Context: an optimization exercise on an open-source flow, tuned for small area and a short achievable clock period. The choices shown serve that exercise and are no tape-out recipe.
The RTL was checked by simulation tests, not by an equivalence proof against the original design.
Power and IR drop assume default switching activity.

==> flow/design.v, too long to show whole: its modules and the start of the top module <==
// module npu: 800 lines
module npu (
    input               clk,
    input               reset,
    input               cov,
    input  [23:0]       data,
    input  [23:0]       wt,
    output logic [71:0] mmu_out,
    output logic [15:0] conv_out,
    output logic        conv_fin
);
  // ...
==> flow/run.sh <==
#!/bin/bash
# synth_recipe.tcl (not shown) runs the flow's synth.tcl, then flattens the netlist and writes it again
# the make line also repeats each setting of config.mk as NAME=value (left out here)
make -C /OpenROAD-flow-scripts/flow DESIGN_CONFIG=/design/flow/config.mk WORK_HOME=/design/flow/orfs CLKGATE_MAP_FILE= SYNTH_SCRIPT=/design/flow/synth_recipe.tcl finish
==> flow/config.mk <==
export PLATFORM = sky130hd
export DESIGN_NAME = npu
export DESIGN_NICKNAME = npu
export VERILOG_FILES = /design/flow/design.v
export SDC_FILE = /design/flow/constraint.sdc
export NUM_CORES = 4
export LEC_CHECK = 0
export CAP_MARGIN = 20
export CORE_MARGIN = 2
export CORE_UTILIZATION = 40
export PLACE_DENSITY = 0.6
export SETUP_SLACK_MARGIN = 3.0
export SLEW_MARGIN = 20
==> flow/constraint.sdc <==
create_clock -name core_clock -period 5.5 [get_ports {clk}]
set_input_delay 1.1000 -clock core_clock [delete_from_list [all_inputs] [get_ports {clk}]]
set_output_delay 1.1000 -clock core_clock [all_outputs]
set_load 0.01 [all_outputs]
==> impl_metrics.env, run 1 <==
export IMPL_p_seq_frac=0.378
export IMPL_start_kind="register"
export IMPL_hold_path_end="rW1[23]$_DFF_P_"
export IMPL_largest_class="multi-input gates"
export IMPL_layout_nets=4149
export IMPL_clk_latency_ns=0.62
export IMPL_async_flop_share=0
export IMPL_track_usage=0.204
export IMPL_worst_slack_ns=2.45
export IMPL_seq_cell_share=0.323
export IMPL_area_growth_pct=27.8
export IMPL_viasPerCell=5.31
export IMPL_core_area_um2=86500
export IMPL_status="finished clean"
export IMPL_n_fill_cell=7743
export IMPL_netlist_instances=3452
export IMPL_ys_seq_elements=637
export IMPL_crit_type="reg -> reg"
export IMPL_timing_hold_ws_ns=0.322
export IMPL_grt_busiest_layer="met2"
export IMPL_hold_viol=0
export IMPL_antenna_left=0
export IMPL_synth_edf_count=144
export IMPL_cap_violations=0
export IMPL_yosysMostFrequentCell="dfxtp_1"
==> run 2: changes to the inputs <==
--- a/flow/config.mk
+++ b/flow/config.mk
@@ -11,3 +11,3 @@
 export PLACE_DENSITY = 0.6
-export SETUP_SLACK_MARGIN = 3.0
+export SETUP_SLACK_MARGIN = 2.2
 export SLEW_MARGIN = 20
==> run 2 against run 1 <==
Effect of this change: clock power grew 7.3%; clock skew shrank 0.0029 ns; synthesized area is the same.
==> impl_metrics.env, run 2 <==
export IMPL_yosysSeqAreaShare=0.408
export IMPL_area_growth_pct=15.4
export IMPL_yosysMostFrequentCell="dfxtp_1"
export IMPL_yosys_warnings=1
export IMPL_wire_per_inst_um=18.1
export IMPL_gr_total_overflow=0
export IMPL_postCtsHoldBufs=0
export IMPL_hp_start="rW[14]$_DFF_P_"
export IMPL_layout_min_cycle_time_ns=3.25
export IMPL_ys_seq_elements=637
export IMPL_ir_drop_uv=249
export IMPL_cp_end_kind="register"
export IMPL_synth_adder_area_share=0.185
export IMPL_synth_compound_area_frac=0.154
export IMPL_syn_cell_area_um2=34800
export IMPL_dieWidth_um=299
export IMPL_fp_dieH_um=299
export IMPL_synth_area_leaders="dfxtp_1 (28%), edfxtp_1 (12%), ha_1 (9.5%), fa_1 (8.9%), xnor2_1 (5.5%)"
export IMPL_start_util=0.403
export IMPL_dieArea_um2=89400
export IMPL_synth_xor_area_frac=0.0717
export IMPL_first_global_vias=24000
export IMPL_cp_max_fo=6
export IMPL_power_density_nw_per_um2=386
export IMPL_hold_path_class="reg -> reg"
export IMPL_final_cell_mix="dfxtp_1 (453), inv_1 (295), ha_1 (257)"
export IMPL_final_layout_size_suffix_gt1_frac=0.0906
export IMPL_portBuffers=121
export IMPL_start_kind="register"
export IMPL_netlist_instances=3452
export IMPL_cp_required_ns=5.99
export IMPL_cts_sinks=637
export IMPL_crit_type="reg -> reg"
export IMPL_grt_pass1_wl_um=135000
export IMPL_path_clk_slew_ns=0.06
export IMPL_fin_area_um2=40200
export IMPL_vias=24700
export IMPL_core_area_um2=86500
export IMPL_power_w=0.0155
export IMPL_finClkSkew_ns=0.0169
export IMPL_htreeDepth=3
export IMPL_route_detailed_drc=0
export IMPL_cts_buffers=73
export IMPL_cts_tree="built"
export IMPL_worstMarginPinSlew_ns=0.940
export IMPL_finalMaxSlewViolations=0
export IMPL_fmax_mhz=308
export IMPL_largest_registers="rW1 x24, rW x24"
export IMPL_rsz0062_at_grt="yes"
export IMPL_fin_util=0.465
export IMPL_drt_iter0_drc=2156
export IMPL_leakagePower_nw=16.9
export IMPL_arrival_ns=3.74
export IMPL_antenna_found_initial=7
export IMPL_synth_simple_gate_area_frac=0.115
export IMPL_async_flop_share=0
export IMPL_period_share=0.590
export IMPL_synthTopCellsByCount="dfxtp_1 (493), inv_1 (297), ha_1 (265)"
export IMPL_postPlaceCellArea_um2=36800
export IMPL_viasPerCell=5.25
export IMPL_rows=108
export IMPL_track_usage=0.189
export IMPL_synth_top_area_frac=0.284
export IMPL_dr_pass1_iters=9
export IMPL_cts_root_buf="clkbuf_16"
export IMPL_grt_max_degree=50
export IMPL_ios=140
export IMPL_synth_avg_cell_area_um2=10.1
export IMPL_drt_total_wl_um=85400
export IMPL_hold_viol=0
export IMPL_synthFlopType="dfxtp_1"
export IMPL_gp_congestion=0.877
export IMPL_clock_path_buffers=3
export IMPL_antenna_left=0
export IMPL_worst_slack_ns=2.25
export IMPL_post_dp_hpwl_um=61600
export IMPL_clk_latency_ns=0.62
export IMPL_max_slew_margin=0.369
export IMPL_synthMuxAreaShare=0.00970
export IMPL_synth_top_family_by_area="adder cells"
export IMPL_yosysUniqueCellTypes=84
export IMPL_final_common_cell="dfxtp_1"
export IMPL_setup_tns_ns=0
export IMPL_setup_viol=0
export IMPL_crit_start="U1[9]$_DFF_P_"
export IMPL_r2r_start="U1[9]$_DFF_P_"
export IMPL_synth_edf_count=144
export IMPL_place_ws_ns=1.28
export IMPL_layout_nets=3963
export IMPL_synth_top_cell_by_area="dfxtp_1"
export IMPL_status="finished clean"
export IMPL_cap_violations=0
run 2: cell counts after synthesis:
Identical to the previous run, type by type.
run 2: path summary, 6_finish.rpt:
check	end	slack (ns)	cells after the start
worst max-delay path	m1[17]$_DFF_P_	2.25	14
worst min-delay path	rW1[14]$_DFF_P_	0.33	0
worst max register to register	m1[17]$_DFF_P_	2.25	14
worst min register to register	rW1[14]$_DFF_P_	0.33	0
run 2: layout make-up:
cell class                 instances  area [um2]
tap                             1155        1450
clock buffer                      93        2110
sequential                       637       14300
multi-input combinational       2318       19100
clock inverter                    43         569
inverter                         304        1150
timing repair buffer             159        1580
antenna                            4        10.0
fill                            8139       46300
run 2: routing by layer:
layer | share of wire | track usage | up-vias
li1 | - | - | 12000
met1 | 0.47 | 0.272 | 12000
met2 | 0.46 | 0.301 | 715
met3 | 0.049 | 0.0214 | 89
met4 | 0.016 | 0.0508 | 0
met5 | 0 | 0 | -
run 2: through the flow:
| stage | std cells | hold WS, ns |
|---|---|---|
| 2_1_floorplan | 3469 | 0.310 |
| 3_3_place_gp | 4558 | 0.311 |
| 3_5_place_dp | 4558 | 0.312 |
| 4_1_cts | 4703 | 0.327 |
| 5_1_grt | 4712 | 0.329 |
| 6_report | 4713 | 0.325 |
run 2: critical path: stages, from the launching register on:
cell      delay (ns)
dfxtp_1         0.40
a22o_1          0.26
a221oi_1        0.27
xnor2_1         0.12
ha_1            0.29
inv_1           0.04
ha_1            0.27
inv_1           0.04
ha_1            0.24
or3_1           0.38
o21ai_0         0.15
a211oi_2        0.09
o31ai_1         0.33
buf_4           0.16
a31oi_1         0.08
run 2: cells by family after synthesis:
family | after synthesis
AO/OA/AOI/OAI | 754
XOR/XNOR | 285
adder cells (fa/ha/maj) | 422
buffers and inverters | 514
flip-flops | 637
multiplexers | 32
other | 1
AND/OR/NAND/NOR | 807
run 2: where the power goes:
group	internal, W	switching [W]	leakage, nW
Combinational	0.00161	0.00240	10.2
Sequential	0.00566	0.000557	5.39
Clock	0.00326	0.00203	1.32
run 2: repair_timing:
item	4_1_cts	5_1_grt
setup endpoints to repair	50	57
buffers inserted	9	5
gates cloned	0	1
resized for setup	62	94
pin swaps	5	18
==> run 3: changes to the inputs <==
--- a/flow/config.mk
+++ b/flow/config.mk
@@ -10,4 +10,6 @@
 export CORE_UTILIZATION = 40
+export CTS_BUF_LIST = sky130_fd_sc_hd__clkbuf_4 sky130_fd_sc_hd__clkbuf_8
 export PLACE_DENSITY = 0.6
-export SETUP_SLACK_MARGIN = 2.2
+export SETUP_SLACK_MARGIN = 3.0
 export SLEW_MARGIN = 20
+export TNS_END_PERCENT = 5
==> run 3 against run 2 <==
Effect of this change: synthesized area unchanged; cell count increased by 3.1%; count of clock-buffer cells in the layout increased by 83; setup slack gained 0.14 ns; first-iteration DRC count down 19%; global-route usage increased by 0.11 points; still clean; wire length is 0.64% higher; clock power shrank 11%; largest cell class unchanged; total power is 1.9% lower; via count is 1.6% higher; worst hold slack worse by 0.021 ns.
==> impl_metrics.env, run 3 <==
export IMPL_status="finished clean"
export IMPL_postCtsHoldBufs=0
export IMPL_rows=108
export IMPL_r2r_end="m0[16]$_DFF_P_"
export IMPL_period_share=0.565
export IMPL_cts_sinks=637
export IMPL_final_cell_mix="dfxtp_1 (431), inv_1 (283), ha_1 (228)"
export IMPL_synth_top_area_frac=0.284
export IMPL_yosysMostFrequentCell="dfxtp_1"
export IMPL_htreeDepth=3
export IMPL_cp_required_ns=6.09
export IMPL_ios=140
export IMPL_setup_viol=0
export IMPL_yosys_warnings=1
export IMPL_largest_registers="rW1 x24, rW x24"
export IMPL_finClkSkew_ns=0.0599
export IMPL_start_kind="register"
export IMPL_netlist_instances=3452
export IMPL_async_flop_share=0
export IMPL_path_clk_slew_ns=0.06
export IMPL_synth_compound_area_frac=0.154
export IMPL_wire_per_inst_um=17.7
export IMPL_grt_pass1_wl_um=136000
export IMPL_layout_min_cycle_time_ns=3.11
export IMPL_synth_adder_area_share=0.185
export IMPL_crit_type="reg -> reg"
export IMPL_gp_congestion=0.881
export IMPL_finalMaxSlewViolations=0
export IMPL_fin_cells=4857
export IMPL_synth_area_leaders="dfxtp_1 (28%), edfxtp_1 (12%), ha_1 (9.5%), fa_1 (8.9%), xnor2_1 (5.5%)"
export IMPL_n_fill_cell=8049
export IMPL_layout_nets=4070
export IMPL_clk_latency_ns=0.76
export IMPL_r2r_setup_slack_ns=2.39
export IMPL_vias=25100
export IMPL_r2r_start="U0[6]$_DFF_P_"
export IMPL_synthTopCellsByCount="dfxtp_1 (493), inv_1 (297), ha_1 (265)"
export IMPL_core_area_um2=86500
export IMPL_hp_start="rW[20]$_DFF_P_"
export IMPL_cp_max_fo=4
export IMPL_arrival_ns=3.70
export IMPL_dr_pass1_iters=8
export IMPL_grt_max_degree=53
export IMPL_hold_path_class="reg -> reg"
export IMPL_clkPwrFrac=0.308
export IMPL_worst_slack_ns=2.39
export IMPL_worstMarginPinSlew_ns=1.00
export IMPL_synthMuxAreaShare=0.00970
export IMPL_synth_top_cell_by_area="dfxtp_1"
export IMPL_synth_avg_cell_area_um2=10.1
export IMPL_route_detailed_drc=0
export IMPL_fp_dieH_um=299
export IMPL_synth_xor_area_frac=0.0717
export IMPL_cts_buffers=109
export IMPL_leakagePower_nw=17.4
export IMPL_ir_drop_uv=226
export IMPL_whs_path_depth=0
export IMPL_cts_tree="built"
export IMPL_drt_iter0_drc=1757
export IMPL_cap_violations=0
export IMPL_cts_root_buf="clkbuf_8"
export IMPL_post_dp_hpwl_um=60800
export IMPL_final_common_cell="dfxtp_1"
export IMPL_reg2regPathDepth=12
export IMPL_rsz0062_at_grt="yes"
export IMPL_drt_total_wl_um=86000
export IMPL_dieWidth_um=299
export IMPL_yosysSeqAreaShare=0.408
export IMPL_viasPerCell=5.17
export IMPL_power_w=0.0152
export IMPL_hold_viol=0
export IMPL_track_usage=0.190
export IMPL_dp_cells=4554
export IMPL_p_seq_frac=0.409
export IMPL_fmax_mhz=322
export IMPL_synth_top_family_by_area="adder cells"
export IMPL_p_sw_frac=0.333
export IMPL_ys_seq_elements=637
export IMPL_final_layout_size_suffix_gt1_frac=0.169
export IMPL_p_switching_w=0.00508
export IMPL_cp_end_kind="register"
export IMPL_first_global_vias=24200
export IMPL_setup_tns_ns=0
export IMPL_start_util=0.403
export IMPL_area_growth_pct=18.9
export IMPL_synthFlopType="dfxtp_1"
export IMPL_yosysUniqueCellTypes=84
export IMPL_place_ws_ns=1.36
export IMPL_synth_edf_count=144
export IMPL_syn_cell_area_um2=34800
export IMPL_dieArea_um2=89400
export IMPL_portBuffers=121
export IMPL_gr_total_overflow=0
export IMPL_antenna_found_initial=9
export IMPL_internal_power_w=0.0102
export IMPL_antenna_left=0
export IMPL_fin_util=0.479
export IMPL_combPwrFrac=0.283
export IMPL_synth_simple_gate_area_frac=0.115
export IMPL_power_density_nw_per_um2=368
export IMPL_hold_path_end="rW1[20]$_DFF_P_"
export IMPL_max_slew_margin=0.331
export IMPL_clock_path_buffers=3
[run 3: cell counts after synthesis]
No cell type changed its count.
[run 3: final cells by class]
cell class	instances	area [um2]	area share
antenna	6	15.0	0.000363
clock buffer	176	2150	0.0520
clock inverter	31	299	0.00722
inverter	304	1150	0.0279
multi-input combinational	2318	19800	0.478
sequential	637	14300	0.346
tap	1155	1450	0.0349
timing repair buffer	230	2220	0.0536
[run 3: through the flow]
step	area, um2	hold slack (ns)
final	41400	0.304
after global routing	41400	0.285
after CTS	40800	0.297
after detailed placement	37100	0.312
after global placement	37100	0.311
after floorplan	35300	0.310
[run 3: cells by family after synthesis]
| kind of cell | after synthesis |
|---|---|
| simple gates | 807 |
| compound gates | 754 |
| flops | 637 |
| buf+inv | 514 |
| fa+ha+maj | 422 |
| xor+xnor | 285 |
| mux | 32 |
| other cells | 1 |
[run 3: how the worst max path moves through the flow]
stage / startpoint / to / slack [ns]
floorplan: data[8] / T3[9]$_SDFF_PP0_ / 2.38
global placement: wt[9] / cp1_0[9]$_DFF_P_ / 1.39
detailed placement: wt[9] / cp1_0[9]$_DFF_P_ / 1.36
CTS: data[9] / T3[10]$_SDFF_PP0_ / 2.36
global route: U0[6]$_DFF_P_ / m0[16]$_DFF_P_ / 2.24
finish: U0[6]$_DFF_P_ / m0[16]$_DFF_P_ / 2.39
[run 3: repair_timing]
item / CTS / global route
buffers inserted: 60 / 28
gates resized for setup: 275 / 109
pin swaps: 78 / 49
gates cloned: 1 / 1
setup endpoints to repair: 409 / 409
[run 3: critical path, stage by stage (launching register included)]
cell,delay [ns]
dfxtp_4,0.35
a22o_1,0.23
a221oi_2,0.19
xnor2_1,0.14
fa_1,0.62
ha_4,0.22
a21o_1,0.18
a21oi_2,0.20
o21a_1,0.23
a21oi_4,0.06
a221oi_2,0.26
a31oi_1,0.14
xor2_1,0.17
[run 3: per-layer routing]
layer,vias to the layer above,share of wire,GRT usage
met2,630,0.45,0.298
met3,124,0.053,0.0320
met4,2,0.024,0.0610
met5,-,0.00015,0
li1,12200,-,-
met1,12200,0.47,0.268
[run 3: power by group through the flow]
stage | Sequential (W) | Combinational (W) | Clock [W]
after floorplan | 0.00598 | 0.00266 | 0
after global placement | 0.00628 | 0.00391 | 0
after detailed placement | 0.00628 | 0.00391 | 0
after CTS | 0.00620 | 0.00418 | 0.00482
after global routing | 0.00627 | 0.00475 | 0.00505
final | 0.00622 | 0.00431 | 0.00470
==> run 4: changes to the inputs <==
--- a/flow/config.mk
+++ b/flow/config.mk
@@ -9,5 +9,4 @@
 export CORE_MARGIN = 2
-export CORE_UTILIZATION = 40
-export CTS_BUF_LIST = sky130_fd_sc_hd__clkbuf_4 sky130_fd_sc_hd__clkbuf_8
-export PLACE_DENSITY = 0.6
+export CORE_UTILIZATION = 60
+export PLACE_DENSITY = 0.75
 export SETUP_SLACK_MARGIN = 3.0
==> run 4 against run 3 <==
Effect of this change: synthesized area is the same; register-to-register slack about the same; combinational power is 1% lower; die area down 33%; total power grew 2.8%; critical path depth down 5; clock skew shrank 0.034 ns; utilization grew 24 points; largest power group unchanged; design area decreased by 0.43%; sequential power is essentially flat; still clean on timing, DRC and antenna; largest cell class unchanged; worst hold slack improved by 0.023 ns.
==> impl_metrics.env, run 4 <==
export IMPL_finalMaxSlewViolations=0
export IMPL_route_detailed_drc=0
export IMPL_ir_drop_uv=339
export IMPL_synthTopCellsByCount="dfxtp_1 (493), inv_1 (297), ha_1 (265)"
export IMPL_antenna_left=0
export IMPL_async_flop_share=0
export IMPL_dr_pass1_iters=9
export IMPL_dp_cells=4160
export IMPL_arrival_ns=3.44
export IMPL_cp_max_fo=4
export IMPL_hp_start="rW[23]$_DFF_P_"
export IMPL_synthFlopType="dfxtp_1"
export IMPL_clock_path_buffers=3
export IMPL_synth_avg_cell_area_um2=10.1
export IMPL_whs_path_depth=0
export IMPL_dieArea_um2=60000
export IMPL_r2r_start="cp0_1[4]$_DFF_P_"
export IMPL_layout_nets=4051
export IMPL_cap_violations=0
export IMPL_cts_sinks=637
export IMPL_leakagePower_nw=17.5
export IMPL_antenna_found_initial=4
export IMPL_critPathTopFamily="compound AO/OA/AOI/OAI gates"
export IMPL_fin_util=0.717
export IMPL_rsz0062_at_grt="yes"
export IMPL_viasPerCell=5.90
export IMPL_dieWidth_um=245
export IMPL_final_common_cell="dfxtp_1"
export IMPL_r2r_end="P5[12]$_DFFE_PP_"
export IMPL_netlist_instances=3452
export IMPL_gp_congestion=0.933
export IMPL_layout_min_cycle_time_ns=3.11
export IMPL_grt_max_degree=83
export IMPL_area_growth_pct=18.4
export IMPL_critical_path_max_stage_delay_ns=0.60
export IMPL_period_share=0.566
export IMPL_cts_buffers=71
export IMPL_yosysSeqAreaShare=0.408
export IMPL_finClkSkew_ns=0.0258
export IMPL_fin_cells=4407
export IMPL_final_cell_mix="dfxtp_1 (433), inv_1 (287), ha_1 (228)"
export IMPL_synth_edf_count=144
export IMPL_max_slew_margin=0.261
export IMPL_start_util=0.606
export IMPL_n_fill_cell=4123
export IMPL_first_global_vias=26000
export IMPL_setup_viol=0
export IMPL_htreeDepth=3
export IMPL_synth_top_area_frac=0.284
export IMPL_post_dp_hpwl_um=61900
export IMPL_ys_seq_elements=637
export IMPL_ios=140
export IMPL_track_usage=0.297
export IMPL_clk_latency_ns=0.62
export IMPL_yosysUniqueCellTypes=84
export IMPL_cp_end_kind="register"
export IMPL_crit_path_cell_trace="fa_1 > ha_1 > a21o_1 > a21oi_1 > o21ai_0 > a211oi_1 > a2bb2oi_1"
export IMPL_drt_iter0_drc=2400
export IMPL_r2r_setup_slack_ns=2.39
export IMPL_grt_pass1_wl_um=141000
export IMPL_cts_tree="built"
export IMPL_vias=26000
export IMPL_crit_type="reg -> reg"
export IMPL_status="finished clean"
export IMPL_gr_total_overflow=0
export IMPL_hold_viol=0
export IMPL_core_area_um2=57500
export IMPL_worstMarginPinSlew_ns=1.10
export IMPL_yosys_warnings=1
export IMPL_syn_cell_area_um2=34800
export IMPL_setup_tns_ns=0
export IMPL_reg2regPathDepth=7
export IMPL_final_layout_size_suffix_gt1_frac=0.156
export IMPL_largest_registers="rW1 x24, rW x24"
export IMPL_postCtsHoldBufs=0
export IMPL_wire_per_inst_um=20.3
export IMPL_cp_required_ns=5.83
export IMPL_yosysMostFrequentCell="dfxtp_1"
export IMPL_synth_area_leaders="dfxtp_1 (28%), edfxtp_1 (12%), ha_1 (9.5%), fa_1 (8.9%), xnor2_1 (5.5%)"
export IMPL_path_buf_inv=0
export IMPL_start_kind="register"
export IMPL_rows=88
export IMPL_path_clk_slew_ns=0.06
export IMPL_fp_dieH_um=245
export IMPL_cts_root_buf="clkbuf_16"
export IMPL_power_density_nw_per_um2=380
export IMPL_hold_path_end="rW1[23]$_DFF_P_"
export IMPL_fmax_mhz=322
export IMPL_drt_total_wl_um=89600
export IMPL_portBuffers=121
export IMPL_hold_path_class="reg -> reg"
export IMPL_synth_top_cell_by_area="dfxtp_1"
export IMPL_worst_path_max_delay_cell="a2bb2oi_1"
run 4: cell types whose count changed in the layout (fill, tap and decap cells not counted), moves of 7 or more:
cell / previous run / this run
clkbuf_2: 5 / 12
bufinv_16: 4 / 12
dfxtp_2: 34 / 46
clkdlybuf4s50_1: 83 / 76
dfxtp_4: 28 / 14
clkbuf_8: 133 / 6
clkbuf_4: 43 / 2
buf_4: 89 / 105
clkbuf_16: 1 / 78
run 4: layout make-up:
cell class / instances / area [um2] / area share
inverters: 304 / 1150 / 0.0280
repair buffers: 249 / 2400 / 0.0583
flip-flops and latches: 637 / 14300 / 0.347
multi-input cells: 2318 / 19800 / 0.481
well taps: 765 / 957 / 0.0232
clock inverters: 46 / 636 / 0.0154
clock buffers: 85 / 1930 / 0.0469
diodes: 3 / 7.51 / 0.000182
run 4: worst max path at each step:
stage                           from                 to  slack, ns  cells past startpoint
floorplan                    data[8]   T3[9]$_SDFF_PP0_       2.38                     11
global placement            data[11]  T3[10]$_SDFF_PP0_       1.35                      9
detailed placement             wt[8]   cp1_0[9]$_DFF_P_       1.24                     10
CTS                         data[16]     U0[11]$_DFF_P_       2.31                     13
global route           U0[7]$_DFF_P_     m0[12]$_DFF_P_       2.24                     12
finish              cp0_1[4]$_DFF_P_   P5[12]$_DFFE_PP_       2.39                      7
run 4: cell families (layout without fill, tap and decap cells):
kind of cell,Yosys count,count (layout),synth area share
simple gates,807,807,0.115
compound gates,754,754,0.154
flops,637,637,0.408
buf+inv,514,684,0.0579
fa+ha+maj,422,422,0.185
xor+xnor,285,285,0.0717
mux,32,32,0.00970
other cells,1,21,0.000108
run 4: layer usage:
metal / wire length (um) / global-route usage / share of wire
met1: 38400 / 0.403 / 0.43
met2: 42200 / 0.484 / 0.47
met3: 6040 / 0.0435 / 0.067
met4: 2980 / 0.112 / 0.033
met5: 13 / 0 / 0.00015
run 4: through the flow:
step                cell area (um2)  total power, W  hold WS (ns)  setup slack, ns
global route                  41200          0.0164         0.336             2.24
CTS                           40300          0.0155         0.326             2.31
finish                        41200          0.0156         0.327             2.39
global placement              36600          0.0100         0.311             1.35
detailed placement            36600          0.0101         0.312             1.24
floorplan                     35300         0.00864         0.310             2.38
run 4: timing repair:
action	4_1_cts	5_1_grt
cloned	2	5
pin swaps	57	50
buffers inserted	55	51
setup endpoints to repair	470	423
resized for setup	264	155
run 4: power breakdown:
group          internal [W]  switching [W]  total (W)
Clock               0.00312        0.00202    0.00514
Combinational       0.00178        0.00248    0.00426
Sequential          0.00567       0.000584    0.00625
==> run 5: changes to the inputs <==
--- a/flow/config.mk
+++ b/flow/config.mk
@@ -9,4 +9,6 @@
 export CORE_MARGIN = 2
-export CORE_UTILIZATION = 60
-export PLACE_DENSITY = 0.75
+export CORE_UTILIZATION = 40
+export CTS_CLUSTER_DIAMETER = 120
+export CTS_CLUSTER_SIZE = 30
+export PLACE_DENSITY = 0.6
 export SETUP_SLACK_MARGIN = 3.0
==> run 5 against run 4 <==
Effect of this change: via count decreased by 4.7%; combinational power rose by 5.4%; worst hold slack gained 0.012 ns; count of clock-buffer cells in the layout shrank 47; synthesized area did not move; critical path type unchanged; largest cell class unchanged.
==> impl_metrics.env, run 5 <==
export IMPL_final_cell_mix="dfxtp_1 (423), inv_1 (280), ha_1 (226)"
export IMPL_synth_top_cell_by_area="dfxtp_1"
export IMPL_rsz0062_at_grt="yes"
export IMPL_synth_simple_gate_area_frac=0.115
export IMPL_clock_path_buffers=3
export IMPL_synth_edf_count=144
export IMPL_start_util=0.403
export IMPL_path_clk_slew_ns=0.12
export IMPL_layout_min_cycle_time_ns=3.09
export IMPL_cts_tree="built"
export IMPL_grt_max_degree=53
export IMPL_final_layout_size_suffix_gt1_frac=0.146
export IMPL_synthMuxAreaShare=0.00970
export IMPL_p_sw_frac=0.354
export IMPL_first_global_vias=23500
export IMPL_crit_type="reg -> reg"
export IMPL_dr_pass1_iters=9
export IMPL_ys_seq_elements=637
export IMPL_drt_iter0_drc=1909
export IMPL_wire_per_inst_um=17.9
export IMPL_antenna_left=0
export IMPL_ios=140
export IMPL_ir_drop_uv=273
export IMPL_async_flop_share=0
export IMPL_worstMarginPinSlew_ns=0.990
export IMPL_gr_total_overflow=0
export IMPL_largest_registers="rW1 x24, rW x24"
export IMPL_power_w=0.0132
export IMPL_clkPwrFrac=0.191
export IMPL_yosysUniqueCellTypes=84
export IMPL_core_area_um2=86500
export IMPL_worst_slack_ns=2.41
export IMPL_cts_buffers=27
export IMPL_setup_viol=0
export IMPL_drt_total_wl_um=84700
export IMPL_combPwrFrac=0.339
export IMPL_status="finished clean"
export IMPL_dieWidth_um=299
export IMPL_fin_util=0.465
export IMPL_yosysMostFrequentCell="dfxtp_1"
export IMPL_netlist_instances=3452
export IMPL_fp_dieH_um=299
export IMPL_setup_tns_ns=0
export IMPL_synth_area_leaders="dfxtp_1 (28%), edfxtp_1 (12%), ha_1 (9.5%), fa_1 (8.9%), xnor2_1 (5.5%)"
export IMPL_synth_xor_area_frac=0.0717
export IMPL_max_slew_margin=0.340
export IMPL_synth_top_area_frac=0.284
export IMPL_hold_viol=0
export IMPL_yosysSeqAreaShare=0.408
export IMPL_timing_hold_ws_ns=0.339
export IMPL_vias=24800
export IMPL_cp_required_ns=6.02
export IMPL_rows=108
export IMPL_area_growth_pct=15.6
export IMPL_power_density_nw_per_um2=329
export IMPL_period_share=0.561
export IMPL_viasPerCell=5.25
export IMPL_layout_nets=4011
export IMPL_synth_top_family_by_area="adder cells"
export IMPL_leakagePower_nw=16.7
export IMPL_start_kind="register"
export IMPL_fmax_mhz=324
export IMPL_place_ws_ns=1.36
export IMPL_final_common_cell="dfxtp_1"
export IMPL_post_dp_hpwl_um=60800
export IMPL_gp_congestion=0.881
export IMPL_synthTopCellsByCount="dfxtp_1 (493), inv_1 (297), ha_1 (265)"
export IMPL_p_switching_w=0.00468
export IMPL_internal_power_w=0.00855
export IMPL_synth_avg_cell_area_um2=10.1
export IMPL_p_seq_frac=0.469
export IMPL_arrival_ns=3.60
export IMPL_syn_cell_area_um2=34800
export IMPL_route_detailed_drc=0
export IMPL_htreeDepth=1
export IMPL_cts_sinks=637
export IMPL_dieArea_um2=89400
export IMPL_track_usage=0.185
export IMPL_r2r_setup_slack_ns=2.41
export IMPL_cp_end_kind="register"
export IMPL_clk_latency_ns=0.62
export IMPL_cap_violations=0
export IMPL_synth_compound_area_frac=0.154
export IMPL_cp_max_fo=3
export IMPL_portBuffers=121
export IMPL_postCtsHoldBufs=0
export IMPL_yosys_warnings=1
export IMPL_cts_root_buf="clkbuf_16"
export IMPL_finalMaxSlewViolations=0
export IMPL_grt_pass1_wl_um=133000
export IMPL_synthFlopType="dfxtp_1"
export IMPL_synth_adder_area_share=0.185
export IMPL_antenna_found_initial=10
export IMPL_finClkSkew_ns=0.0156
export IMPL_hold_path_class="reg -> reg"
run 5: power by group through the flow:
stage	clock network [W]	registers [W]	logic, W
global route	0.00277	0.00627	0.00493
finish	0.00253	0.00621	0.00449
CTS	0.00262	0.00620	0.00419
detailed placement	0	0.00628	0.00391
global placement	0	0.00628	0.00391
floorplan	0	0.00598	0.00266
run 5: kinds of logic (layout without fill, tap and decap cells):
group           Yosys count  in the layout
mux                      32             32
fa+ha+maj               422            422
buf+inv                 514            604
compound gates          754            754
xor+xnor                285            285
simple gates            807            807
other cells               1             26
flops                   637            637
run 5: layer usage:
metal | vias to the layer above | wire (um) | global-route usage
li1 | 12000 | - | -
met1 | 12000 | 40500 | 0.270
met2 | 604 | 38600 | 0.297
met3 | 86 | 3930 | 0.0191
met4 | 2 | 1670 | 0.0425
met5 | - | 13 | 0
run 5: final cells by class:
| type | instances | area (um2) |
|---|---|---|
| antenna | 8 | 20.0 |
| clock buffer | 38 | 727 |
| clock inverter | 9 | 108 |
| fill | 8119 | 46200 |
| inverter | 304 | 1150 |
| multi-input combinational | 2318 | 20000 |
| sequential | 637 | 14400 |
| tap | 1155 | 1450 |
| timing repair buffer | 253 | 2430 |
run 5: worst paths after layout:
kind                  start               to  cells past startpoint
max           U0[6]$_DFF_P_   m0[16]$_DFF_P_                     14
min          rW[19]$_DFF_P_  rW1[19]$_DFF_P_                      0
min reg2reg  rW[19]$_DFF_P_  rW1[19]$_DFF_P_                      0
max reg2reg   U0[6]$_DFF_P_   m0[16]$_DFF_P_                     14
run 5: repair_timing:
action                     CTS  global route
gates resized for setup    355           109
setup endpoints to repair  440           403
hold endpoints to repair     0             0
pin swaps                   90            91
setup buffers               69            42
gates cloned                 2             0
run 5: worst max-delay path, cell delays in order (launching register included):
cell and delay (ns):
dfxtp_4 0.37, buf_4 0.13, buf_6 0.12, a22o_1 0.21, a221oi_2 0.23, xnor2_1 0.12
fa_1 0.51, inv_2 0.05, ha_4 0.25, a21o_1 0.21, a21oi_4 0.19, nor2_2 0.06
a221oi_2 0.22, a31oi_1 0.14, xor2_1 0.18
run 5: per-stage QoR:
stage	instances	area [um2]
5_1_grt	4720	40200
2_1_floorplan	3469	35300
4_1_cts	4672	39500
3_3_place_gp	4554	37100
3_5_place_dp	4554	37100
6_report	4722	40200
==> run 6: changes to the inputs <==
--- a/flow/config.mk
+++ b/flow/config.mk
@@ -10,4 +10,2 @@
 export CORE_UTILIZATION = 40
-export CTS_CLUSTER_DIAMETER = 120
-export CTS_CLUSTER_SIZE = 30
 export PLACE_DENSITY = 0.6
==> run 6 against run 5 <==
Effect of this change: still clean on timing, DRC and antenna; synthesized cell count is the same; register-to-register slack is essentially flat; cell count increased by 0.76%; sequential share of layout area fell by 1.1 points; first-iteration DRC count down 8.0%; synthesized area stayed put; largest cell class unchanged; highest routed layer unchanged.
==> impl_metrics.env, run 6 <==
export IMPL_drt_total_wl_um=85500
export IMPL_synth_avg_cell_area_um2=10.1
export IMPL_hold_path_class="reg -> reg"
export IMPL_route_detailed_drc=0
export IMPL_setup_viol=0
export IMPL_drt_iter0_drc=1756
export IMPL_clk_latency_ns=0.62
export IMPL_fp_dieH_um=299
export IMPL_finalMaxSlewViolations=0
export IMPL_post_dp_hpwl_um=60800
export IMPL_viasPerCell=5.23
export IMPL_worstMarginPinSlew_ns=0.993
export IMPL_clkPwrFrac=0.318
export IMPL_grt_max_degree=53
export IMPL_dr_pass1_iters=8
export IMPL_cp_max_fo=4
export IMPL_finClkSkew_ns=0.0354
export IMPL_yosysUniqueCellTypes=84
export IMPL_layout_nets=4010
export IMPL_critPathTopFamily="compound AO/OA/AOI/OAI gates"
export IMPL_hold_viol=0
export IMPL_synth_edf_count=144
export IMPL_gp_congestion=0.881
export IMPL_crit_type="reg -> reg"
export IMPL_fmax_mhz=323
export IMPL_dieWidth_um=299
export IMPL_crit_path_cell_trace="a22o_1 > a221oi_2 > xnor2_1 > fa_1 > ha_4 > a21o_1 > a21oi_2 > o21a_1 > a21oi_4 > a221oi_2 > a31oi_1 > xor2_1"
export IMPL_synthTopCellsByCount="dfxtp_1 (493), inv_1 (297), ha_1 (265)"
export IMPL_path_buf_inv=0
export IMPL_cts_root_buf="clkbuf_16"
export IMPL_max_slew_margin=0.338
export IMPL_first_global_vias=23800
export IMPL_cp_required_ns=6.00
export IMPL_syn_cell_area_um2=34800
export IMPL_period_share=0.563
export IMPL_ys_seq_elements=637
export IMPL_vias=24900
export IMPL_path_clk_slew_ns=0.06
export IMPL_internal_power_w=0.0104
export IMPL_synthFlopType="dfxtp_1"
export IMPL_cp_end_kind="register"
export IMPL_grt_pass1_wl_um=134000
export IMPL_cap_violations=0
export IMPL_start_kind="register"
export IMPL_rows=108
export IMPL_layout_min_cycle_time_ns=3.10
export IMPL_dieArea_um2=89400
export IMPL_setup_tns_ns=0
export IMPL_final_layout_size_suffix_gt1_frac=0.149
export IMPL_antenna_left=0
export IMPL_core_area_um2=86500
export IMPL_cts_buffers=72
export IMPL_ios=140
export IMPL_portBuffers=121
export IMPL_cts_sinks=637
export IMPL_p_switching_w=0.00499
export IMPL_arrival_ns=3.60
export IMPL_cts_tree="built"
export IMPL_async_flop_share=0
export IMPL_timing_hold_ws_ns=0.312
export IMPL_start_util=0.403
export IMPL_netlist_instances=3452
export IMPL_worst_path_max_delay_cell="fa_1"
export IMPL_yosysMostFrequentCell="dfxtp_1"
export IMPL_antenna_found_initial=9
export IMPL_yosys_warnings=1
export IMPL_track_usage=0.188
export IMPL_ir_drop_uv=211
export IMPL_gr_total_overflow=0
export IMPL_combPwrFrac=0.276
export IMPL_power_density_nw_per_um2=372
export IMPL_leakagePower_nw=17.2
export IMPL_final_cell_mix="dfxtp_1 (430), inv_1 (285), ha_1 (222)"
export IMPL_largest_registers="rW1 x24, rW x24"
export IMPL_path_common_cell="a221oi_2"
export IMPL_critical_path_max_stage_delay_ns=0.58
export IMPL_synth_area_leaders="dfxtp_1 (28%), edfxtp_1 (12%), ha_1 (9.5%), fa_1 (8.9%), xnor2_1 (5.5%)"
export IMPL_final_common_cell="dfxtp_1"
export IMPL_synth_top_area_frac=0.284
export IMPL_synth_top_cell_by_area="dfxtp_1"
export IMPL_htreeDepth=3
export IMPL_yosysSeqAreaShare=0.408
export IMPL_p_seq_frac=0.406
export IMPL_status="finished clean"
export IMPL_wire_per_inst_um=18.0
export IMPL_clock_path_buffers=3
export IMPL_area_growth_pct=18.8
export IMPL_rsz0062_at_grt="yes"
export IMPL_p_sw_frac=0.324
==> run 6: worst paths after layout <==
| path | depth (start not counted) | slack (ns) | to | startpoint |
|---|---|---|---|---|
| min | 0 | 0.31 | rW1[22]$_DFF_P_ | rW[22]$_DFF_P_ |
| max reg2reg | 12 | 2.40 | m0[16]$_DFF_P_ | U0[3]$_DFF_P_ |
| max | 12 | 2.40 | m0[16]$_DFF_P_ | U0[3]$_DFF_P_ |
| min reg2reg | 0 | 0.31 | rW1[22]$_DFF_P_ | rW[22]$_DFF_P_ |
==> run 6: cell families after synthesis <==
| logic type | Yosys count | share of synthesized area |
|---|---|---|
| simple gates | 807 | 0.115 |
| compound gates | 754 | 0.154 |
| flops | 637 | 0.408 |
| buf+inv | 514 | 0.0579 |
| fa+ha+maj | 422 | 0.185 |
| xor+xnor | 285 | 0.0717 |
| mux | 32 | 0.00970 |
| other cells | 1 | 0.000108 |
==> run 6: timing repair <==
action                     4_1_cts  5_1_grt
gates cloned                     2        0
resized for setup              337      107
pin swaps                       74       86
hold buffers                     0        0
buffers inserted                44       21
setup endpoints to repair      443      460
==> run 6: worst register-to-register path: cells and delay by family (launching register included) <==
family                   cells  cell delay, ns
AO/OA/AOI/OAI                8            1.53
adder cells (fa/ha/maj)      2            0.80
flip-flops                   1            0.37
XOR/XNOR                     2            0.30
==> run 6: final cells by class <==
class	count	area, um2
antenna	6	15.0
timing repair buffer	207	2010
multi-input combinational	2318	20000
inverter	304	1150
clock inverter	22	289
fill	7993	45100
sequential	637	14300
tap	1155	1450
clock buffer	109	2130
==> run 6: per-layer routing <==
| metal | track usage | wire length [um] | up-vias |
|---|---|---|---|
| li1 | - | - | 12100 |
| met1 | 0.267 | 40300 | 12000 |
| met2 | 0.296 | 38700 | 637 |
| met3 | 0.0299 | 4510 | 129 |
| met4 | 0.0565 | 1900 | 2 |
| met5 | 0 | 13 | - |
==> run 6: through the flow <==
step / util / setup slack (ns) / instance area [um2] / total power [W] / cells
detailed placement: 0.429 / 1.36 / 37100 / 0.0102 / 4554
finish: 0.478 / 2.40 / 41400 / 0.0154 / 4758
global route: 0.478 / 2.28 / 41300 / 0.0162 / 4756
global placement: 0.429 / 1.39 / 37100 / 0.0102 / 4554
CTS: 0.471 / 2.38 / 40800 / 0.0154 / 4731
floorplan: - / 2.38 / 35300 / 0.00864 / 3469
==> run 6: power by group through the flow <==
stage	combinational, W	clock (W)	sequential, W
after CTS	0.00413	0.00503	0.00622
after floorplan	0.00266	0	0.00598
final	0.00425	0.00490	0.00624
after detailed placement	0.00391	0	0.00628
after global placement	0.00391	0	0.00628
after global routing	0.00469	0.00521	0.00629
==> run 7: changes to the inputs <==
--- a/flow/config.mk
+++ b/flow/config.mk
@@ -11,4 +11,4 @@
 export PLACE_DENSITY = 0.6
-export SETUP_SLACK_MARGIN = 3.0
+export SETUP_SLACK_MARGIN = 2.8
 export SLEW_MARGIN = 20
-export TNS_END_PERCENT = 5
+export TNS_END_PERCENT = 1
==> run 7 against run 6 <==
Effect of this change: clock power increased by 2%; total power decreased by 1.0%; utilization decreased by 1.2 points; fmax decreased by 1.9%; worst hold slack improved by 0.013 ns; largest power group unchanged.
==> impl_metrics.env, run 7 <==
export IMPL_place_ws_ns=1.26
export IMPL_final_common_cell="dfxtp_1"
export IMPL_crit_type="in -> reg"
export IMPL_synth_area_leaders="dfxtp_1 (28%), edfxtp_1 (12%), ha_1 (9.5%), fa_1 (8.9%), xnor2_1 (5.5%)"
export IMPL_antenna_found_initial=7
export IMPL_r2r_setup_slack_ns=2.38
export IMPL_leakagePower_nw=16.9
export IMPL_cts_tree="built"
export IMPL_synth_compound_area_frac=0.154
export IMPL_dieArea_um2=89400
export IMPL_gp_congestion=0.878
export IMPL_cts_sinks=637
export IMPL_start_util=0.403
export IMPL_crit_start="wt[8]"
export IMPL_critical_path_max_stage_delay_ns=0.44
export IMPL_setup_viol=0
export IMPL_cap_violations=0
export IMPL_cp_required_ns=6.01
export IMPL_ios=140
export IMPL_synth_edf_count=144
export IMPL_synth_adder_area_share=0.185
export IMPL_fin_area_um2=40300
export IMPL_status="finished clean"
export IMPL_path_buf_inv=1
export IMPL_reg2regPathDepth=12
export IMPL_max_slew_margin=0.346
export IMPL_synth_top_family_by_area="adder cells"
export IMPL_track_usage=0.186
export IMPL_ir_drop_uv=262
export IMPL_portBuffers=121
export IMPL_period_share=0.574
export IMPL_vias=24700
export IMPL_rows=108
export IMPL_fmax_mhz=317
export IMPL_area_growth_pct=15.8
export IMPL_synth_simple_gate_area_frac=0.115
export IMPL_critPathTopFamily="compound AO/OA/AOI/OAI gates"
export IMPL_power_density_nw_per_um2=378
export IMPL_crit_path_cell_trace="dlygate4sd2_1 > ha_1 > fa_1 > a21o_1 > a21oi_1 > o21bai_1 > a31oi_2 > nor2_1 > mux2_2 > a22o_1"
export IMPL_final_layout_size_suffix_gt1_frac=0.102
export IMPL_worstMarginPinSlew_ns=0.982
export IMPL_yosys_warnings=1
export IMPL_hp_start="rW[16]$_DFF_P_"
export IMPL_async_flop_share=0
export IMPL_htreeDepth=3
export IMPL_synth_top_area_frac=0.284
export IMPL_arrival_ns=3.66
export IMPL_final_cell_mix="dfxtp_1 (441), inv_1 (294), ha_1 (244)"
export IMPL_yosysUniqueCellTypes=84
export IMPL_clk_latency_ns=0.62
export IMPL_rsz0062_at_grt="yes"
export IMPL_cp_end_kind="register"
export IMPL_cts_buffers=73
export IMPL_finalMaxSlewViolations=0
export IMPL_synthTopCellsByCount="dfxtp_1 (493), inv_1 (297), ha_1 (265)"
export IMPL_start_kind="input pin"
export IMPL_hold_viol=0
export IMPL_netlist_instances=3452
export IMPL_fp_dieH_um=299
export IMPL_synthMuxAreaShare=0.00970
export IMPL_postPlaceCellArea_um2=36900
export IMPL_layout_nets=3966
export IMPL_clock_path_buffers=3
export IMPL_ys_seq_elements=637
export IMPL_synth_xor_area_frac=0.0717
export IMPL_worst_slack_ns=2.34
export IMPL_first_global_vias=23800
export IMPL_synth_avg_cell_area_um2=10.1
export IMPL_finClkSkew_ns=0.0196
export IMPL_yosysSeqAreaShare=0.408
export IMPL_largest_registers="rW1 x24, rW x24"
export IMPL_layout_min_cycle_time_ns=3.16
export IMPL_core_area_um2=86500
export IMPL_r2r_start="U0[3]$_DFF_P_"
export IMPL_dieWidth_um=299
export IMPL_path_clk_slew_ns=0.05
export IMPL_drt_total_wl_um=84000
export IMPL_cts_root_buf="clkbuf_16"
export IMPL_wire_per_inst_um=17.8
export IMPL_drt_iter0_drc=1998
export IMPL_r2r_end="m0[16]$_DFF_P_"
export IMPL_grt_pass1_wl_um=132000
export IMPL_hold_path_end="rW1[16]$_DFF_P_"
export IMPL_yosysMostFrequentCell="dfxtp_1"
export IMPL_viasPerCell=5.24
export IMPL_post_dp_hpwl_um=60600
export IMPL_worst_path_max_delay_cell="dlygate4sd2_1"
export IMPL_cp_max_fo=13
export IMPL_dr_pass1_iters=8
export IMPL_setup_tns_ns=0
export IMPL_antenna_left=0
export IMPL_synthFlopType="dfxtp_1"
export IMPL_gr_total_overflow=0
export IMPL_route_detailed_drc=0
export IMPL_grt_max_degree=70
export IMPL_whs_path_depth=0
export IMPL_synth_top_cell_by_area="dfxtp_1"
export IMPL_hold_path_class="reg -> reg"
export IMPL_syn_cell_area_um2=34800
[run 7: logic make-up after synthesis]
| group | after synthesis |
|---|---|
| AND/OR/NAND/NOR | 807 |
| buffers and inverters | 514 |
| other | 1 |
| XOR/XNOR | 285 |
| adder cells (fa/ha/maj) | 422 |
| multiplexers | 32 |
| AO/OA/AOI/OAI | 754 |
| flip-flops | 637 |
[run 7: layout make-up]
| class | count | area [um2] |
|---|---|---|
| clock buffer | 96 | 2070 |
| timing repair buffer | 162 | 1620 |
| multi-input combinational | 2318 | 19300 |
| inverter | 304 | 1140 |
| sequential | 637 | 14300 |
| antenna | 6 | 15.0 |
| clock inverter | 36 | 427 |
| tap | 1155 | 1450 |
| fill | 8094 | 46200 |
[run 7: how the worst max path moves through the flow]
stage	to	slack, ns	cells past startpoint
global placement	cp1_0[9]$_DFF_P_	1.36	10
CTS	m0[16]$_DFF_P_	2.39	12
global route	m2[16]$_DFF_P_	2.24	12
floorplan	T3[9]$_SDFF_PP0_	2.38	11
finish	cp1_0[9]$_DFF_P_	2.34	10
detailed placement	cp1_0[9]$_DFF_P_	1.26	10
[run 7: power by group]
part | total (W) | leakage [nW] | internal (W) | switching [W]
logic | 0.00400 | 10.3 | 0.00163 | 0.00237
clock network | 0.00502 | 1.22 | 0.00300 | 0.00201
registers | 0.00622 | 5.39 | 0.00566 | 0.000555
total | 0.0152 | 16.9 | 0.0103 | 0.00493
[run 7: worst reg2reg max path: cells and delay by family (launching register included)]
kind            cells  cell delay [ns]
compound gates      7             1.35
flops               1             0.36
fa+ha+maj           2             0.82
simple gates        1             0.19
xor+xnor            2             0.28
[run 7: layer usage]
metal	track usage	wire length (um)
met4	0.0587	2050
met1	0.267	40200
met3	0.0255	4220
met5	0	0
met2	0.290	37500
[run 7: repair_timing]
action | in CTS | in global routing
resized for setup | 155 | 55
pin swaps | 27 | 8
hold buffers | 0 | 0
setup buffers | 15 | 1
setup endpoints to repair | 253 | 265
gates cloned | 1 | 2
[run 7: metrics by stage]
| step | utilization | instances | hold slack (ns) | power, W |
|---|---|---|---|---|
| 2_1_floorplan | - | 3469 | 0.310 | 0.00859 |
| 3_3_place_gp | 0.427 | 4557 | 0.311 | 0.0101 |
| 3_5_place_dp | 0.427 | 4557 | 0.312 | 0.0101 |
| 4_1_cts | 0.464 | 4705 | 0.325 | 0.0153 |
| 5_1_grt | 0.466 | 4714 | 0.328 | 0.0160 |
| 6_report | 0.466 | 4714 | 0.325 | 0.0152 |
==> run 8: changes to the inputs <==
--- a/flow/config.mk
+++ b/flow/config.mk
@@ -10,5 +10,7 @@
 export CORE_UTILIZATION = 40
+export CTS_CLUSTER_DIAMETER = 100
+export CTS_CLUSTER_SIZE = 24
 export PLACE_DENSITY = 0.6
-export SETUP_SLACK_MARGIN = 2.8
+export SETUP_SLACK_MARGIN = 3.0
 export SLEW_MARGIN = 20
-export TNS_END_PERCENT = 1
+export TNS_END_PERCENT = 5
==> run 8 against run 7 <==
Effect of this change: via count increased by 0.41%; synthesized cell count did not move; cell count is essentially flat; critical path type is now reg -> reg; worst hold slack better by 0.0036 ns; count of clock-buffer cells in the layout fell by 47; non-clock buffer count is 72 higher; synthesized area did not move; clock power fell by 41%.
==> impl_metrics.env, run 8 <==
export IMPL_dieWidth_um=299
export IMPL_start_util=0.403
export IMPL_yosysUniqueCellTypes=84
export IMPL_post_dp_hpwl_um=60800
export IMPL_track_usage=0.186
export IMPL_synth_top_area_frac=0.284
export IMPL_cts_root_buf="clkbuf_16"
export IMPL_vias=24800
export IMPL_cts_buffers=35
export IMPL_cts_tree="built"
export IMPL_power_density_nw_per_um2=337
export IMPL_leakagePower_nw=16.7
export IMPL_final_layout_size_suffix_gt1_frac=0.145
export IMPL_fin_util=0.467
export IMPL_gr_total_overflow=0
export IMPL_rows=108
export IMPL_hold_viol=0
export IMPL_syn_cell_area_um2=34800
export IMPL_gp_congestion=0.881
export IMPL_largest_registers="rW1 x24, rW x24"
export IMPL_antenna_found_initial=9
export IMPL_antenna_left=0
export IMPL_cp_end_kind="register"
export IMPL_yosys_warnings=1
export IMPL_ys_seq_elements=637
export IMPL_cp_required_ns=5.95
export IMPL_drt_iter0_drc=1910
export IMPL_hold_path_class="reg -> reg"
export IMPL_yosysSeqAreaShare=0.408
export IMPL_synthTopCellsByCount="dfxtp_1 (493), inv_1 (297), ha_1 (265)"
export IMPL_path_clk_slew_ns=0.09
export IMPL_fin_cells=4712
export IMPL_final_cell_mix="dfxtp_1 (427), inv_1 (284), ha_1 (219)"
export IMPL_layout_nets=4000
export IMPL_ir_drop_uv=223
export IMPL_synth_edf_count=144
export IMPL_grt_max_degree=53
export IMPL_dr_pass1_iters=10
export IMPL_timing_hold_ws_ns=0.328
export IMPL_grt_pass1_wl_um=133000
export IMPL_synth_area_leaders="dfxtp_1 (28%), edfxtp_1 (12%), ha_1 (9.5%), fa_1 (8.9%), xnor2_1 (5.5%)"
export IMPL_wire_per_inst_um=18.1
export IMPL_period_share=0.563
export IMPL_cap_violations=0
export IMPL_viasPerCell=5.27
export IMPL_postCtsHoldBufs=0
export IMPL_cts_sinks=637
export IMPL_rsz0062_at_grt="yes"
export IMPL_finalMaxSlewViolations=0
export IMPL_dp_cells=4554
export IMPL_fmax_mhz=323
export IMPL_cp_max_fo=4
export IMPL_portBuffers=121
export IMPL_async_flop_share=0
export IMPL_ios=140
export IMPL_setup_tns_ns=0
export IMPL_clock_path_buffers=3
export IMPL_crit_type="reg -> reg"
export IMPL_synth_top_cell_by_area="dfxtp_1"
export IMPL_max_slew_margin=0.329
export IMPL_core_area_um2=86500
export IMPL_clk_latency_ns=0.60
export IMPL_start_kind="register"
export IMPL_worstMarginPinSlew_ns=1.01
export IMPL_finClkSkew_ns=0.0336
export IMPL_status="finished clean"
export IMPL_n_fill_cell=8094
export IMPL_first_global_vias=23600
export IMPL_fp_dieH_um=299
export IMPL_htreeDepth=2
export IMPL_netlist_instances=3452
export IMPL_layout_min_cycle_time_ns=3.10
export IMPL_dieArea_um2=89400
export IMPL_final_common_cell="dfxtp_1"
export IMPL_arrival_ns=3.55
export IMPL_setup_viol=0
export IMPL_yosysMostFrequentCell="dfxtp_1"
export IMPL_area_growth_pct=16.1
export IMPL_synth_avg_cell_area_um2=10.1
export IMPL_synthFlopType="dfxtp_1"
export IMPL_drt_total_wl_um=85100
export IMPL_route_detailed_drc=0
## run 8: changes by cell type in the layout (fill, tap and decap cells not counted), sizes merged
cell,before,now
inv,309,302
bufbuf,1,4
clkbuf,105,52
buf,39,125
dlygate4sd2,12,10
bufinv,7,0
clkdlybuf4s15,0,11
diode,6,4
dlymetal6s2s,5,2
clkinv,20,9
clkdlybuf4s50,96,79
## run 8: timing repair
item	in CTS	in global routing
buffers inserted	55	35
pin swaps	69	93
endpoints found under the setup margin	443	475
cloned	4	0
resized for setup	335	133
## run 8: cell families after synthesis
family | synth area share
AND/OR/NAND/NOR | 0.115
AO/OA/AOI/OAI | 0.154
flip-flops | 0.408
buffers and inverters | 0.0579
adder cells (fa/ha/maj) | 0.185
XOR/XNOR | 0.0717
multiplexers | 0.00970
other | 0.000108
## run 8: final cells by class
cell class / count / area, um2 / share of cell area
antenna: 4 / 10.0 / 0.000248
clock buffer: 49 / 981 / 0.0243
tap: 1155 / 1450 / 0.0358
inverter: 304 / 1150 / 0.0285
sequential: 637 / 14400 / 0.355
multi-input combinational: 2318 / 20100 / 0.496
clock inverter: 11 / 126 / 0.00313
timing repair buffer: 234 / 2290 / 0.0566
## run 8: through the flow
stage | instance area, um2 | power, W | setup WS, ns
final | 40400 | 0.0136 | 2.40
after global routing | 40400 | 0.0144 | 2.27
after CTS | 39600 | 0.0134 | 2.34
after detailed placement | 37100 | 0.0102 | 1.36
after floorplan | 35300 | 0.00864 | 2.38
after global placement | 37100 | 0.0102 | 1.39
## run 8: power by group
part / internal (W) / switching (W)
clock: 0.00130 / 0.00164
sequential: 0.00566 / 0.000552
combinational: 0.00190 / 0.00256
## run 8: final timing paths
check,start,to,slack [ns],cells past startpoint
min reg2reg,rW[20]$_DFF_P_,rW1[20]$_DFF_P_,0.33,0
max,U0[3]$_DFF_P_,m0[16]$_DFF_P_,2.40,12
max reg2reg,U0[3]$_DFF_P_,m0[16]$_DFF_P_,2.40,12
min,rW[20]$_DFF_P_,rW1[20]$_DFF_P_,0.33,0
## run 8: layer usage
layer | global-route usage | share of wire | vias to the layer above
met3 | 0.0249 | 0.048 | 96
met5 | 0 | 0.000094 | -
met1 | 0.268 | 0.48 | 12100
li1 | - | - | 12000
met2 | 0.296 | 0.46 | 617
met4 | 0.0448 | 0.020 | 2
## run 8: worst max-delay path: stages, from the launching register on
cell and delay, ns:
dfxtp_4 0.38, a22o_1 0.23, a221oi_2 0.21, xnor2_1 0.13, fa_1 0.58, ha_4 0.22, a21o_1 0.17, a21oi_2 0.19
o21a_1 0.23, a21oi_4 0.06, a221oi_2 0.29, a31oi_1 0.14, xor2_1 0.16
==> run 9: changes to the inputs <==
--- a/flow/config.mk
+++ b/flow/config.mk
@@ -11,3 +11,3 @@
 export CTS_CLUSTER_DIAMETER = 100
-export CTS_CLUSTER_SIZE = 24
+export CTS_CLUSTER_SIZE = 20
 export PLACE_DENSITY = 0.6
==> run 9 against run 8 <==
Effect of this change: via count up 0.27%; wire length up 0.74%; total power rose by 2.5%; critical endpoint unchanged; largest power group unchanged.
==> impl_metrics.env, run 9 <==
export IMPL_status="finished clean"
export IMPL_synth_edf_count=144
export IMPL_cts_sinks=637
export IMPL_path_common_cell="a221oi_2"
export IMPL_clk_latency_ns=0.59
export IMPL_portBuffers=121
export IMPL_synth_compound_area_frac=0.154
export IMPL_wire_per_inst_um=18.1
export IMPL_cp_end_kind="register"
export IMPL_power_w=0.0140
export IMPL_worst_path_max_delay_cell="fa_1"
export IMPL_period_share=0.560
export IMPL_hold_path_class="reg -> reg"
export IMPL_final_layout_size_suffix_gt1_frac=0.146
export IMPL_grt_max_degree=53
export IMPL_postPlaceCellArea_um2=37100
export IMPL_first_global_vias=23600
export IMPL_p_switching_w=0.00480
export IMPL_crit_type="reg -> reg"
export IMPL_synth_top_area_frac=0.284
export IMPL_vias=24900
export IMPL_synth_simple_gate_area_frac=0.115
export IMPL_ios=140
export IMPL_fp_dieH_um=299
export IMPL_final_cell_mix="dfxtp_1 (429), inv_1 (284), ha_1 (218)"
export IMPL_cts_root_buf="clkbuf_16"
export IMPL_arrival_ns=3.54
export IMPL_synth_avg_cell_area_um2=10.1
export IMPL_synth_area_leaders="dfxtp_1 (28%), edfxtp_1 (12%), ha_1 (9.5%), fa_1 (8.9%), xnor2_1 (5.5%)"
export IMPL_synth_adder_area_share=0.185
export IMPL_largest_registers="rW1 x24, rW x24"
export IMPL_crit_path_cell_trace="a22o_1 > a221oi_2 > xnor2_1 > fa_1 > ha_4 > a21o_1 > a21oi_2 > o21a_1 > a21oi_4 > a221oi_2 > a31oi_1 > xor2_1"
export IMPL_cp_required_ns=5.96
export IMPL_cap_violations=0
export IMPL_synthMuxAreaShare=0.00970
export IMPL_layout_nets=4012
export IMPL_finalMaxSlewViolations=0
export IMPL_max_slew_margin=0.332
export IMPL_synthTopCellsByCount="dfxtp_1 (493), inv_1 (297), ha_1 (265)"
export IMPL_p_seq_frac=0.445
export IMPL_final_common_cell="dfxtp_1"
export IMPL_drt_iter0_drc=1863
export IMPL_syn_cell_area_um2=34800
export IMPL_hold_viol=0
export IMPL_cp_max_fo=4
export IMPL_combPwrFrac=0.323
export IMPL_synth_xor_area_frac=0.0717
export IMPL_internal_power_w=0.00916
export IMPL_leakagePower_nw=16.8
export IMPL_rows=108
export IMPL_post_dp_hpwl_um=60800
export IMPL_fmax_mhz=324
export IMPL_antenna_found_initial=7
export IMPL_start_kind="register"
export IMPL_place_ws_ns=1.36
export IMPL_critical_path_max_stage_delay_ns=0.58
export IMPL_viasPerCell=5.26
export IMPL_core_area_um2=86500
export IMPL_fin_area_um2=40800
export IMPL_synthFlopType="dfxtp_1"
export IMPL_netlist_instances=3452
export IMPL_yosysSeqAreaShare=0.408
export IMPL_ir_drop_uv=218
export IMPL_clkPwrFrac=0.232
export IMPL_setup_viol=0
export IMPL_dieArea_um2=89400
export IMPL_gp_congestion=0.881
export IMPL_p_sw_frac=0.344
export IMPL_setup_tns_ns=0
export IMPL_start_util=0.403
export IMPL_finClkSkew_ns=0.0240
export IMPL_path_clk_slew_ns=0.08
export IMPL_cts_tree="built"
export IMPL_track_usage=0.186
export IMPL_ys_seq_elements=637
export IMPL_power_density_nw_per_um2=342
export IMPL_area_growth_pct=17.1
export IMPL_cts_buffers=41
export IMPL_dr_pass1_iters=7
export IMPL_yosysMostFrequentCell="dfxtp_1"
export IMPL_gr_total_overflow=0
export IMPL_drt_total_wl_um=85700
export IMPL_synth_top_family_by_area="adder cells"
export IMPL_htreeDepth=2
export IMPL_yosys_warnings=1
export IMPL_grt_pass1_wl_um=134000
export IMPL_worstMarginPinSlew_ns=1.00
export IMPL_rsz0062_at_grt="yes"
export IMPL_worst_slack_ns=2.42
export IMPL_synth_top_cell_by_area="dfxtp_1"
export IMPL_antenna_left=0
export IMPL_async_flop_share=0
export IMPL_route_detailed_drc=0
export IMPL_layout_min_cycle_time_ns=3.08
export IMPL_yosysUniqueCellTypes=84
export IMPL_clock_path_buffers=3
export IMPL_dieWidth_um=299
-- run 9: layout make-up --
| cell class | count | area (um2) |
|---|---|---|
| Tap cell | 1155 | 1450 |
| Clock inverter | 9 | 130 |
| Sequential cell | 637 | 14300 |
| Timing Repair Buffer | 240 | 2360 |
| Clock buffer | 62 | 1180 |
| Inverter | 304 | 1150 |
| Multi-Input combinational cell | 2318 | 20100 |
| Antenna cell | 4 | 10.0 |
| Fill cell | 8039 | 45700 |
-- run 9: worst max-delay path: cells and delay by family, from the launching register on --
| kind | cells | cell delay (ns) |
|---|---|---|
| AO/OA/AOI/OAI | 8 | 1.52 |
| XOR/XNOR | 2 | 0.28 |
| adder cells (fa/ha/maj) | 2 | 0.79 |
| flip-flops | 1 | 0.37 |
-- run 9: power by group through the flow --
stage	Sequential (W)	Combinational (W)	Clock [W]
floorplan	0.00598	0.00266	0
global placement	0.00628	0.00391	0
detailed placement	0.00628	0.00391	0
CTS	0.00620	0.00418	0.00335
global route	0.00627	0.00493	0.00353
finish	0.00621	0.00450	0.00324
-- run 9: per-layer routing --
metal	track usage	part of all wire
met1	0.269	0.48
met2	0.298	0.46
met3	0.0244	0.047
met5	0	0.000093
met4	0.0395	0.018
-- run 9: repair_timing --
| action | CTS | global route |
|---|---|---|
| setup endpoints to repair | 444 | 472 |
| resized for setup | 335 | 140 |
| pin swaps | 87 | 85 |
| hold buffers | 0 | 0 |
| setup buffers | 59 | 36 |
| cloned | 3 | 2 |
-- run 9: logic make-up after synthesis --
logic type                 Yosys count
DFF                                637
other                                1
buffers and inverters              514
muxes                               32
adders and majority gates          422
xor gates and xnor gates           285
and+or+nand+nor                    807
AOI/OAI and AO/OA                  754
-- run 9: path summary, 6_finish.rpt --
| path | from | end | slack, ns | cells after the start |
|---|---|---|---|---|
| max | U0[3]$_DFF_P_ | m0[16]$_DFF_P_ | 2.42 | 12 |
| max reg2reg | U0[3]$_DFF_P_ | m0[16]$_DFF_P_ | 2.42 | 12 |
| min | rW[8]$_DFF_P_ | rW1[8]$_DFF_P_ | 0.32 | 0 |
| min reg2reg | rW[8]$_DFF_P_ | rW1[8]$_DFF_P_ | 0.32 | 0 |
-- run 9: per-stage QoR --
| step | util | hold slack (ns) | instances |
|---|---|---|---|
| after global routing | 0.471 | 0.329 | 4728 |
| after floorplan | - | 0.310 | 3469 |
| final | 0.471 | 0.324 | 4729 |
| after CTS | 0.460 | 0.325 | 4687 |
| after detailed placement | 0.429 | 0.312 | 4554 |
| after global placement | 0.429 | 0.311 | 4554 |
==> run 10: changes to the inputs <==
==> flow/flow/run.sh (new file) <==
#!/bin/bash
# Own flow: the standard layout (standard.sh, all steps, standard synthesis),
# with one change: the port buffers that global placement inserts on every input
# and output are buf_2 cells instead of the resizer's default pick (a 0.5 ns delay
# buffer). The whole make output goes to standard.log in this folder; ORFS keeps
# each step's own log under orfs/logs/.
set -euo pipefail
export BUFFER_PORTS_ARGS="-buffer_cell sky130_fd_sc_hd__buf_2"
bash standard.sh > standard.log 2>&1
==> flow/standard.sh (new file) <==
#!/bin/bash
# synth_recipe.tcl (not shown) runs the flow's synth.tcl, then flattens the netlist and writes it again
# the make line also repeats each setting of config.mk as NAME=value (left out here)
make -C /OpenROAD-flow-scripts/flow DESIGN_CONFIG=/design/flow/config.mk WORK_HOME=/design/flow/orfs CLKGATE_MAP_FILE= SYNTH_SCRIPT=/design/flow/synth_recipe.tcl "${@:-finish}"
--- a/flow/config.mk
+++ b/flow/config.mk
@@ -10,4 +10,4 @@
 export CORE_UTILIZATION = 40
-export CTS_CLUSTER_DIAMETER = 100
-export CTS_CLUSTER_SIZE = 20
+export CTS_CLUSTER_DIAMETER = 120
+export CTS_CLUSTER_SIZE = 30
 export PLACE_DENSITY = 0.6
removed: flow/run.sh
==> run 10 against run 9 <==
Effect of this change: die area unchanged; global-route usage shrank 0.64 points; combinational power fell by 7.8%; worst hold slack improved by 0.013 ns; synthesized cell count is the same; setup slack got worse by 0.036 ns; largest power group unchanged; via count down 2.3%; highest routed layer unchanged; cell count down 1.3%; still clean on timing, DRC and antenna; sequential power about the same.
==> impl_metrics.env, run 10 <==
export IMPL_status="finished clean"
export IMPL_finClkSkew_ns=0.0201
export IMPL_yosysMostFrequentCell="dfxtp_1"
export IMPL_track_usage=0.180
export IMPL_dp_cells=4547
export IMPL_max_slew_margin=0.392
export IMPL_path_clk_slew_ns=0.12
export IMPL_synth_top_cell_by_area="dfxtp_1"
export IMPL_dieArea_um2=89400
export IMPL_grt_max_degree=63
export IMPL_core_area_um2=86500
export IMPL_cts_sinks=637
export IMPL_cp_end_kind="register"
export IMPL_synth_top_area_frac=0.284
export IMPL_finalMaxSlewViolations=0
export IMPL_async_flop_share=0
export IMPL_path_common_cell="ha_1"
export IMPL_synth_edf_count=144
export IMPL_n_fill_cell=8290
export IMPL_setup_tns_ns=0
export IMPL_gp_congestion=0.882
export IMPL_fin_cells=4669
export IMPL_cap_violations=0
export IMPL_grt_pass1_wl_um=130000
export IMPL_synth_xor_area_frac=0.0717
export IMPL_hold_viol=0
export IMPL_antenna_found_initial=9
export IMPL_gr_total_overflow=0
export IMPL_vias=24300
export IMPL_synth_top_family_by_area="adder cells"
export IMPL_wire_per_inst_um=17.8
export IMPL_cts_buffers=25
export IMPL_area_growth_pct=11.7
export IMPL_dr_pass1_iters=9
export IMPL_drt_iter0_drc=2098
export IMPL_critical_path_max_stage_delay_ns=0.60
export IMPL_timing_hold_ws_ns=0.337
export IMPL_synth_avg_cell_area_um2=10.1
export IMPL_rsz0062_at_grt="yes"
export IMPL_ys_seq_elements=637
export IMPL_first_global_vias=23100
export IMPL_fmax_mhz=321
export IMPL_start_kind="register"
export IMPL_ios=140
export IMPL_portBuffers=121
export IMPL_synth_area_leaders="dfxtp_1 (28%), edfxtp_1 (12%), ha_1 (9.5%), fa_1 (8.9%), xnor2_1 (5.5%)"
export IMPL_netlist_instances=3452
export IMPL_final_common_cell="dfxtp_1"
export IMPL_rows=108
run 10: cell counts after synthesis:
No cell type changed its count.
run 10: power by group:
group,switching [W],total (W),internal (W)
registers,0.000540,0.00621,0.00567
clock network,0.00148,0.00244,0.000964
logic,0.00247,0.00415,0.00167
total,0.00449,0.0128,0.00830
run 10: timing repair:
item                       CTS  global route
gates cloned                 0             1
hold endpoints to repair     0             0
setup buffers               46            29
gates resized for setup    180            90
pin swaps                   52            66
setup endpoints to repair  249           315
run 10: worst max-delay path, delay by kind of cell, from the launching register on:
family / cells / cell delay, ns
xor+xnor: 2 / 0.34
simple gates: 2 / 0.19
fa+ha+maj: 2 / 0.65
buf+inv: 1 / 0.18
flops: 1 / 0.60
compound gates: 5 / 1.07
run 10: cell type report:
cell class	count	area, um2	share of cell area
Antenna cell	3	7.51	0.000193
Clock buffer	37	671	0.0173
Clock inverter	6	90.1	0.00232
Inverter	304	1150	0.0295
Multi-Input combinational cell	2318	19800	0.508
Sequential cell	637	14300	0.369
Tap cell	1155	1450	0.0372
Timing Repair Buffer	209	1410	0.0363
run 10: metrics by stage:
stage	worst slack, ns	instance area [um2]
2_1_floorplan	2.38	35300
3_3_place_gp	1.55	36500
3_5_place_dp	1.57	36500
4_1_cts	2.44	38300
5_1_grt	2.24	38900
6_report	2.38	38900
run 10: kinds of logic (layout without fill, tap and decap cells):
logic type | count (synthesis) | count (layout)
AOI/OAI and AO/OA | 754 | 754
buffers and inverters | 514 | 556
other | 1 | 21
adders and majority gates | 422 | 422
xor gates and xnor gates | 285 | 285
and+or+nand+nor | 807 | 807
muxes | 32 | 32
DFF | 637 | 637
run 10: final timing paths:
| check | depth (start not counted) | slack, ns | startpoint | end |
|---|---|---|---|---|
| worst min-delay path | 0 | 0.34 | rW[17]$_DFF_P_ | rW1[17]$_DFF_P_ |
| worst max register to register | 12 | 2.38 | U0[0]$_DFF_P_ | m0[16]$_DFF_P_ |
| worst min register to register | 0 | 0.34 | rW[17]$_DFF_P_ | rW1[17]$_DFF_P_ |
| worst max-delay path | 12 | 2.38 | U0[0]$_DFF_P_ | m0[16]$_DFF_P_ |
run 10: layer usage:
metal	part of all wire	vias to the layer above	GRT usage
li1	-	11900	-
met1	0.48	11800	0.261
met2	0.46	521	0.291
met3	0.042	90	0.0184
met4	0.018	6	0.0371
met5	0.00041	-	0

what the ideal ports hide:
The results above use ideal ports. As a check the final layouts listed here were re-extracted and re-timed, cells and wires unchanged.
Step 1, drivers: a clkbuf_16 drives clk and a buf_2 each remaining input, both assumed.
Step 2 times the ports against the registers' clock, not the clock port: input delays grow and output delays shrink by t, the midpoint of the rising clock arrivals with the driver on.
a / b / c = no drivers / after step 1 / after step 2; a / b = the first two.
run	t (ns)	setup slack, ns
run 1	0.678	2.446 / 2.446 / 2.081
run 2	0.671	2.253 / 2.253 / 1.659
run 3	0.789	2.392 / 2.392 / 1.960
run 4	0.669	2.390 / 2.390 / 1.866
run 5	0.677	2.414 / 2.414 / 1.978
run 6	0.672	2.403 / 2.403 / 1.968
run 7	0.674	2.344 / 2.370 / 1.696
run 8	0.645	2.404 / 2.404 / 1.951
run 9	0.641	2.418 / 2.418 / 1.953
run 10	0.673	2.382 / 2.382 / 1.883
After both steps setup and hold are still met in every run listed.
